This design comes from an exercise in tuning for small area and a short achievable clock period on the open sky130 flow, not from production work.
Where RTL was checked, it was by simulation tests only, not by an equivalence proof against the original.
Power and IR drop assume default switching activity.

Setup of main:
==> flow/design.v (excerpt) <==
module adc_to_vga(clock, reset, ADC_CS_N, ADC_DIN, ADC_SCLK, ADC_DOUT, vga_R, vga_G,
vga_B, vga_clk, vga_blank, vga_sync, vga_h_sync, vga_v_sync);
	output [7:0] vga_R, vga_G, vga_B;
	output wire vga_clk, vga_blank, vga_sync, vga_h_sync, vga_v_sync;
	input clock, reset;
	output wire ADC_CS_N;
	output wire ADC_DIN;
	output wire ADC_SCLK;
	input ADC_DOUT;
	wire [11:0] serial_parallel_data;
	wire pre_last;
	wire [2:0] amp_t;
	wire [3:0] amp_u;
	wire [11:0] signal_offset;
	wire sel;
	wire [11:0] cv_x;
	wire [2:0] cv_t;
	wire [3:0] cv_u;
	wire [2:0] f_th;
	wire [3:0] f_h, f_t, f_u;
ADC system_1(.clock(clock), .reset(reset), .ADC_CS_N(ADC_CS_N), .ADC_DIN(ADC_DIN), .ADC_SCLK(ADC_SCLK), .ADC_DOUT(ADC_DOUT),
	.serial_parallel_data(serial_parallel_data), .pre_last(pre_last));
magnitude system_2(.voltage(serial_parallel_data), .clk(clock), .reset(reset), .pre_last(pre_last), .sel(sel), .cv_x(cv_x), .cv_t(cv_t), .cv_u(cv_u),
	.amp_t(amp_t), .amp_u(amp_u), .dc_offset(signal_offset));
conv50 cv(.x(cv_x), .t(cv_t), .u(cv_u));
frequency system_3(.clk(clock), .reset(reset), .data(serial_parallel_data), .mean(signal_offset),
	.f_th(f_th), .f_h(f_h), .f_t(f_t), .f_u(f_u));
  ...
==> module magnitude, before the edit <==
module magnitude(voltage, clk, reset, pre_last, sel, cv_x, cv_t, cv_u, amp_t, amp_u, dc_offset);
input reset;
input [11:0] voltage;
input clk;
input pre_last;
input sel;
output [11:0] cv_x;
input [2:0] cv_t;
input [3:0] cv_u;
output reg [2:0] amp_t;
output reg [3:0] amp_u;
output reg [11:0] dc_offset;
reg [11:0] max;
reg [11:0] min;
reg [19:0] T;
function lt12(input [11:0] a, input [11:0] b);
	integer i;
	reg l;
	begin
		l = 1'b0;
		for (i = 0; i < 12; i = i + 1)
			l = (~a[i] & b[i]) | (~(a[i] ^ b[i]) & l);
		lt12 = l;
	end
endfunction
function [12:0] add12(input [11:0] a, input [11:0] b, input ci);
	integer i;
	reg c;
	begin
		c = ci;
		for (i = 0; i < 12; i = i + 1) begin
			add12[i] = a[i] ^ b[i] ^ c;
			c = (a[i] & b[i]) | (c & (a[i] ^ b[i]));
		end
		add12[12] = c;
	end
endfunction
localparam [19:0] T0 = 20'd1;
localparam [19:0] TPRE = 20'hA278F;
reg wend;
wire [12:0] sum = add12(max, min, 1'b0);
wire [12:0] dif = add12(max, ~min, 1'b1);
assign cv_x = sel ? dc_offset : dif[11:0];
always @(posedge clk)
if (reset) begin
	amp_t <= 3'd0;
	amp_u <= 4'd0;
	max <= 12'd0;
	min <= 12'hFFF;
	dc_offset <= 12'd0;
	T <= T0;
	wend <= 1'b0;
end else begin
	wend <= (T == TPRE);
	dc_offset <= sum[12:1];
	if (wend) begin
		amp_t <= 3'd0;
		amp_u <= 4'd0;
		max <= 12'd0;
		min <= 12'hFFF;
		T <= T0;
	end else begin
		if (~sel) begin
			amp_t <= cv_t;
			amp_u <= cv_u;
		end
		if (lt12(max, voltage)) max <= voltage;
		if (lt12(voltage, min)) min <= voltage;
		T <= {T[18:0], T[19] ^ T[16]};
	end
end
endmodule
make LEC_CHECK=0 ABC_AREA=1 CAP_MARGIN=20 CORE_MARGIN=2 CORE_UTILIZATION=40 SLEW_MARGIN=20 finish   # period 110.0 ns
run.sh (not shown) runs the stock make flow with config.mk's settings and CLKGATE_MAP_FILE= SYNTH_SCRIPT=/design/flow/synth_recipe.tcl, a recipe that flattens the netlist after the stock synthesis.
#### Input delta (the feature branch over main)
==> flow/design.v, changed modules only <==
module magnitude(voltage, clk, reset, pre_last, sel, cv_x, cv_t, cv_u, amp_t, amp_u, dc_offset);
input reset;
input [11:0] voltage;
input clk;
input pre_last;
input sel;
output [11:0] cv_x;
input [2:0] cv_t;
input [3:0] cv_u;
output reg [2:0] amp_t;
output reg [3:0] amp_u;
output reg [11:0] dc_offset;
reg [11:0] max;
reg [11:0] min;
reg [17:0] T;
function lt12(input [11:0] a, input [11:0] b);
	integer i;
	reg l;
	begin
		l = 1'b0;
		for (i = 0; i < 12; i = i + 1)
			l = (~a[i] & b[i]) | (~(a[i] ^ b[i]) & l);
		lt12 = l;
	end
endfunction
function [12:0] add12(input [11:0] a, input [11:0] b, input ci);
	integer i;
	reg c;
	begin
		c = ci;
		for (i = 0; i < 12; i = i + 1) begin
			add12[i] = a[i] ^ b[i] ^ c;
			c = (a[i] & b[i]) | (c & (a[i] ^ b[i]));
		end
		add12[12] = c;
	end
endfunction
function [18:0] inc18(input [17:0] x, input ci);
	integer i;
	reg c;
	begin
		c = ci;
		for (i = 0; i < 18; i = i + 1) begin
			inc18[i] = x[i] ^ c;
			c = c & x[i];
		end
		inc18[18] = c;
	end
endfunction
localparam [17:0] T0 = 18'd62144;    
wire [18:0] Tn = inc18(T, pre_last);
wire wend = Tn[18];
wire [12:0] sum = add12(max, min, 1'b0);
wire [12:0] dif = add12(max, ~min, 1'b1);
assign cv_x = sel ? dc_offset : dif[11:0];
always @(posedge clk)
if (reset) begin
	amp_t <= 3'd0;
	amp_u <= 4'd0;
	max <= 12'd0;
	min <= 12'hFFF;
	dc_offset <= 12'd0;
	T <= T0;
end else begin
	dc_offset <= sum[12:1];
	if (wend) begin
		amp_t <= 3'd0;
		amp_u <= 4'd0;
		max <= 12'd0;
		min <= 12'hFFF;
		T <= T0;
	end else begin
		if (~sel) begin
			amp_t <= cv_t;
			amp_u <= cv_u;
		end
		if (lt12(max, voltage)) max <= voltage;
		if (lt12(voltage, min)) min <= voltage;
		T <= Tn[17:0];
	end
end
endmodule
## What came out
- [compare] base=main new=the feature branch: post-synthesis share of cell area spent on xor and xnor gates held; number of buffers created by CTS went down about 8%; count of clock-buffer cells in the layout went down about 9%.
- Via count in the feature branch vs main: down 1.5%
- Summary: with main as the reference, final weighted congestion in routability-driven placement in the feature branch moved up by a few percent.
- [compare] base=main new=the feature branch: total routing usage reported by global routing now smaller; required arrival time at the worst endpoint now smaller.
Function not checked in the feature branch: the RTL went through the layout flow alone.

========
== the baseline ==
Another version of the RTL of adc_to_vga (not shown whole).
Size: ~1600 cells after synthesis, roughly 220 flip-flops, roughly 35 I/O pins.
==> module magnitude, before the edit <==
module magnitude(voltage, clk, reset, pre_last, sel, cv_x, cv_t, cv_u, amp_t, amp_u, dc_offset);
input reset;
input [11:0] voltage;
input clk;
input pre_last;
input sel;
output [11:0] cv_x;
input [2:0] cv_t;
input [3:0] cv_u;
output reg [2:0] amp_t;
output reg [3:0] amp_u;
output reg [11:0] dc_offset;
reg [11:0] max;
reg [11:0] min;
reg [19:0] T;
function lt12(input [11:0] a, input [11:0] b);
	integer i;
	reg l;
	begin
		l = 1'b0;
		for (i = 0; i < 12; i = i + 1)
			l = (~a[i] & b[i]) | (~(a[i] ^ b[i]) & l);
		lt12 = l;
	end
endfunction
function [12:0] add12(input [11:0] a, input [11:0] b, input ci);
	integer i;
	reg c;
	begin
		c = ci;
		for (i = 0; i < 12; i = i + 1) begin
			add12[i] = a[i] ^ b[i] ^ c;
			c = (a[i] & b[i]) | (c & (a[i] ^ b[i]));
		end
		add12[12] = c;
	end
endfunction
localparam [19:0] T0 = ~20'd1;
localparam [19:0] TPRE = ~20'hA278F;
reg wend;
wire [12:0] sum = add12(max, min, 1'b0);
wire [12:0] dif = add12(max, ~min, 1'b1);
assign cv_x = sel ? sum[12:1] : dif[11:0];
always @(posedge clk)
if (reset) begin
	amp_t <= 3'd0;
	amp_u <= 4'd0;
	max <= 12'd0;
	min <= 12'hFFF;
	dc_offset <= 12'd0;
	T <= T0;
	wend <= 1'b0;
end else begin
	wend <= (T == TPRE);
	dc_offset <= sum[12:1];
	if (wend & ~sel) begin
		amp_t <= 3'd0;
		amp_u <= 4'd0;
	end else begin
		amp_t <= cv_t;
		amp_u <= cv_u;
	end
	if (wend) begin
		max <= 12'd0;
		min <= 12'hFFF;
		T <= T0;
	end else begin
		if (lt12(max, voltage)) max <= voltage;
		if (lt12(voltage, min)) min <= voltage;
		T <= {T[18:0], ~(T[19] ^ T[16])};
	end
end
endmodule
==> module frequency, before the edit <==
module frequency(clk, reset, data, mean, f_th, f_h, f_t, f_u);
	input clk;
	input reset;
	input [11:0] mean;
	input [11:0] data;
	output [2:0] f_th;
	output [3:0] f_h, f_t, f_u;
	reg [1:0] mode;
	reg [16:0] e;
	reg [4:0] aux;
	reg [16:0] Rn;    
	wire [16:0] R = ~Rn;
	reg [4:0] s;
	reg [14:0] Q;
	reg [14:0] fout;
	assign f_th = fout[14:12];
	assign f_h = fout[11:8];
	assign f_t = fout[7:4];
	assign f_u = fout[3:0];
	function lt12(input [11:0] a, input [11:0] b);
		integer i;
		reg l;
		begin
			l = 1'b0;
			for (i = 0; i < 12; i = i + 1)
				l = (~a[i] & b[i]) | (~(a[i] ^ b[i]) & l);
			lt12 = l;
		end
	endfunction
	function [17:0] inc17(input [16:0] x, input ci);
		integer i;
		reg c;
		begin
			c = ci;
			for (i = 0; i < 17; i = i + 1) begin
				inc17[i] = x[i] ^ c;
				c = c & x[i];
			end
			inc17[17] = c;
		end
	endfunction
	function [18:0] sub18(input [17:0] a, input [17:0] b);
		integer i;
		reg c;
		begin
			c = 1'b0;
			for (i = 0; i < 18; i = i + 1) begin
				sub18[i] = a[i] ^ ~b[i] ^ c;
				c = (a[i] & ~b[i]) | (c & (a[i] ^ ~b[i]));
			end
			sub18[18] = c;
		end
	endfunction
	wire lt = lt12(data, mean);
	wire eq = (data == mean);
	wire gt = ~lt & ~eq;
	wire xing = gt & ~mode[0];
	wire inc = (lt & ~mode[1]) | (gt & mode[0]);
	wire sat = e[16] & e[15] & ~e[14] & e[13];
	wire busy = ~(s[4] & s[0]);    
	wire last = s[4] & ~s[0];
	wire [17:0] e1x = inc17(e, ~busy & inc & ~sat);
	wire [16:0] e1 = e1x[16:0];
	wire [17:0] a1x = inc17({12'd0, aux}, inc);
	wire [4:0] aux1 = a1x[4:0];
	reg nb;
	always @(*) begin
		case (s)
			5'd0, 5'd1, 5'd6, 5'd7, 5'd9, 5'd11: nb = 1'b1;
			default: nb = 1'b0;
		endcase
	end
	wire [17:0] rs = {R, nb};
	wire [18:0] dfx = sub18(rs, {1'b0, e});
	wire [17:0] df = dfx[17:0];
	wire ge = dfx[18];
	function [3:0] adj(input [3:0] d);
		case (d)
			4'd5: adj = 4'd8;
			4'd6: adj = 4'd9;
			4'd7: adj = 4'd10;
			4'd8: adj = 4'd11;
			4'd9: adj = 4'd12;
			default: adj = d;
		endcase
	endfunction
	wire [3:0] au = adj(Q[3:0]);
	wire [3:0] at = adj(Q[7:4]);
	wire [3:0] ah = adj(Q[11:8]);
	wire [14:0] Qn = {Q[13:12], ah[3], ah[2:0], at[3], at[2:0], au[3], au[2:0], ge};
	wire qstep = (s >= 5'd5);
	always @(posedge clk) begin
		if (xing) begin
			Rn <= 17'h1FFFF;
			aux <= 5'd0;
		end else begin
			Rn <= ~(ge ? df[16:0] : rs[16:0]);
			aux <= aux1;
		end
	end
	always @(posedge clk) begin
		if (reset) begin
			mode <= 2'b00;
			e <= 17'h1FFFF;
			s <= 5'd17;
			Q <= 15'd0;
			fout <= 15'd0;
		end else begin
			if (xing) begin
				fout <= Q;
				Q <= 15'd0;
				s <= 5'd0;
				mode <= 2'b11;
			end else begin
				if (gt & mode == 2'b11) mode <= 2'b01;
				if (lt & mode == 2'b01) mode <= 2'b00;
				if (busy) begin
					if (qstep) Q <= Qn;
					s <= s + 5'd1;   
					if (last) e <= {12'd0, aux1};
				end
				if (~last) e <= e1;
			end
		end
	end
endmodule
==> flow/config.mk <==
export PLATFORM = sky130hd
export DESIGN_NAME = adc_to_vga
export DESIGN_NICKNAME = adc_to_vga
export VERILOG_FILES = /design/flow/design.v
export SDC_FILE = /design/flow/constraint.sdc
export NUM_CORES = 4
export LEC_CHECK = 0
export ABC_AREA = 1
export CAP_MARGIN = 50
export CORE_MARGIN = 2
export CORE_UTILIZATION = 65
export CTS_BUF_LIST = sky130_fd_sc_hd__clkbuf_8
export CTS_CLUSTER_DIAMETER = 50
export CTS_CLUSTER_SIZE = 20
export SLEW_MARGIN = 70
==> flow/constraint.sdc <==
create_clock -name core_clock -period 110.0 [get_ports {clock}]
set_input_delay 22.0000 -clock core_clock [delete_from_list [all_inputs] [get_ports {clock}]]
set_output_delay 22.0000 -clock core_clock [all_outputs]
set_load 0.01 [all_outputs]
standard.sh (not shown) runs the stock make flow with config.mk's settings and CLKGATE_MAP_FILE= SYNTH_SCRIPT=/design/flow/synth_recipe.tcl, a recipe that flattens the netlist after the stock synthesis.
==> flow/flow/run.sh <==
#!/bin/bash
# Standard layout; the only change is the cell used for the port buffers
# (a plain buf_2 instead of the one the resizer picks), so that the output
# and input paths are not slowed by a delay cell.
set -o pipefail
export BUFFER_PORTS_ARGS="-buffer_cell sky130_fd_sc_hd__buf_2"
bash standard.sh > standard.log 2>&1
The baseline: all stages complete, timing, DRC and antenna checks passed
[inputs] the candidate vs the baseline
--- a/flow/design.v
+++ b/flow/design.v
@@ -90,14 +90,14 @@
 			add12[i] = a[i] ^ b[i] ^ c;
 			c = (a[i] & b[i]) | (c & (a[i] ^ b[i]));
 		end
 		add12[12] = c;
 	end
 endfunction
-localparam [19:0] T0 = ~20'd1;
-localparam [19:0] TPRE = ~20'hA278F;
+localparam [19:0] T0 = 20'd1;
+localparam [19:0] TPRE = 20'hA278F;
 reg wend;
 wire [12:0] sum = add12(max, min, 1'b0);
 wire [12:0] dif = add12(max, ~min, 1'b1);
 assign cv_x = sel ? sum[12:1] : dif[11:0];
 always @(posedge clk)
 if (reset) begin
@@ -122,13 +122,13 @@
 		max <= 12'd0;
 		min <= 12'hFFF;
 		T <= T0;
 	end else begin
 		if (lt12(max, voltage)) max <= voltage;
 		if (lt12(voltage, min)) min <= voltage;
-		T <= {T[18:0], ~(T[19] ^ T[16])};
+		T <= {T[18:0], T[19] ^ T[16]};
 	end
 end
 endmodule
 module conv50(x, t, u);
 input [11:0] x;
 output [2:0] t;
@@ -156,14 +156,13 @@
 	input [11:0] data;
 	output [2:0] f_th;
 	output [3:0] f_h, f_t, f_u;
 	reg [1:0] mode;
 	reg [16:0] e;
 	reg [4:0] aux;
-	reg [16:0] Rn;    
-	wire [16:0] R = ~Rn;
+	reg [16:0] R;
 	reg [4:0] s;
 	reg [14:0] Q;
 	reg [14:0] fout;
 	assign f_th = fout[14:12];
 	assign f_h = fout[11:8];
 	assign f_t = fout[7:4];
@@ -239,16 +238,16 @@
 	wire [3:0] at = adj(Q[7:4]);
 	wire [3:0] ah = adj(Q[11:8]);
 	wire [14:0] Qn = {Q[13:12], ah[3], ah[2:0], at[3], at[2:0], au[3], au[2:0], ge};
 	wire qstep = (s >= 5'd5);
 	always @(posedge clk) begin
 		if (xing) begin
-			Rn <= 17'h1FFFF;
+			R <= 17'd0;
 			aux <= 5'd0;
 		end else begin
-			Rn <= ~(ge ? df[16:0] : rs[16:0]);
+			R <= ge ? df[16:0] : rs[16:0];
 			aux <= aux1;
 		end
 	end
 	always @(posedge clk) begin
 		if (reset) begin
 			mode <= 2'b00;
## What came out
Compared to the baseline, the candidate has pin count of the biggest net entering global routing 3 higher.
Diff the baseline and the candidate: detailed route wirelength on metal3 higher in the baseline
Per the comparison of the candidate with the baseline, count of placed standard cells including taps moved up, amount of wire on met2 after detailed routing moved up.
Relative to the baseline, combinational group share of total power has gone up in the candidate.
The candidate finished every step from synthesis to the final layout, and the layout passed the timing, DRC and antenna checks.
Both conditions hold for the baseline: the flow ran to the end and the final layout passed the timing, DRC and antenna checks.
Between the baseline and the candidate, the count of cells along the worst hold path is lower for the candidate.
The candidate reports its commonest non-fill, non-tap cell in the layout as sky130_fd_sc_hd__inv_1 while the baseline reports sky130_fd_sc_hd__nand2_1.
Global-route wire length before repair was higher in the candidate than in the baseline.
The candidate ended with less layout overhead on the synthesized area than the baseline.
Share of cell area taken by multi-input logic gates (higher): the baseline
In the tables for the baseline and the candidate, fraction of area in registers reads lower with the candidate.
Sort the baseline and the candidate by register-to-register slack, ascending, and the baseline comes first.
Against the baseline, final area in the candidate rose slightly.

afterwards: timing with drivers on the ports:
In the flow no input, the clock included, has a driving cell. The finished layouts below were timed again as built, in two steps. Step 1: set_driving_cell puts a clkbuf_16 on clock and a buf_2 on each other input, an assumption about the parent block. Step 2 adds t to the input delays and takes it off the output delays; t is the mean of the earliest and latest rising clock arrival at the registers after step 1. Input paths then give back, and output paths get back, about the clock's delay inside the block. Slacks: no drivers / after step 1 / after step 2; pairs: no drivers / after step 1.
| run | shift t [ns] | setup slack, ns | cell pins on the clock port's net |
|---|---|---|---|
| main | 0.569 | 86.346 / 86.354 / 85.806 | 1 |
| the feature branch | 0.560 | 86.323 / 86.274 / 85.992 | 1 |
| the baseline | 0.609 | 86.758 / 86.715 / 86.445 | 1 |
| the candidate | 0.603 | 86.782 / 86.742 / 86.337 | 1 |
After both steps setup and hold are still met in every run listed. For main, which loses most, drivers alone change the setup slack by +0.008 ns; drivers and shift together by -0.540 ns.
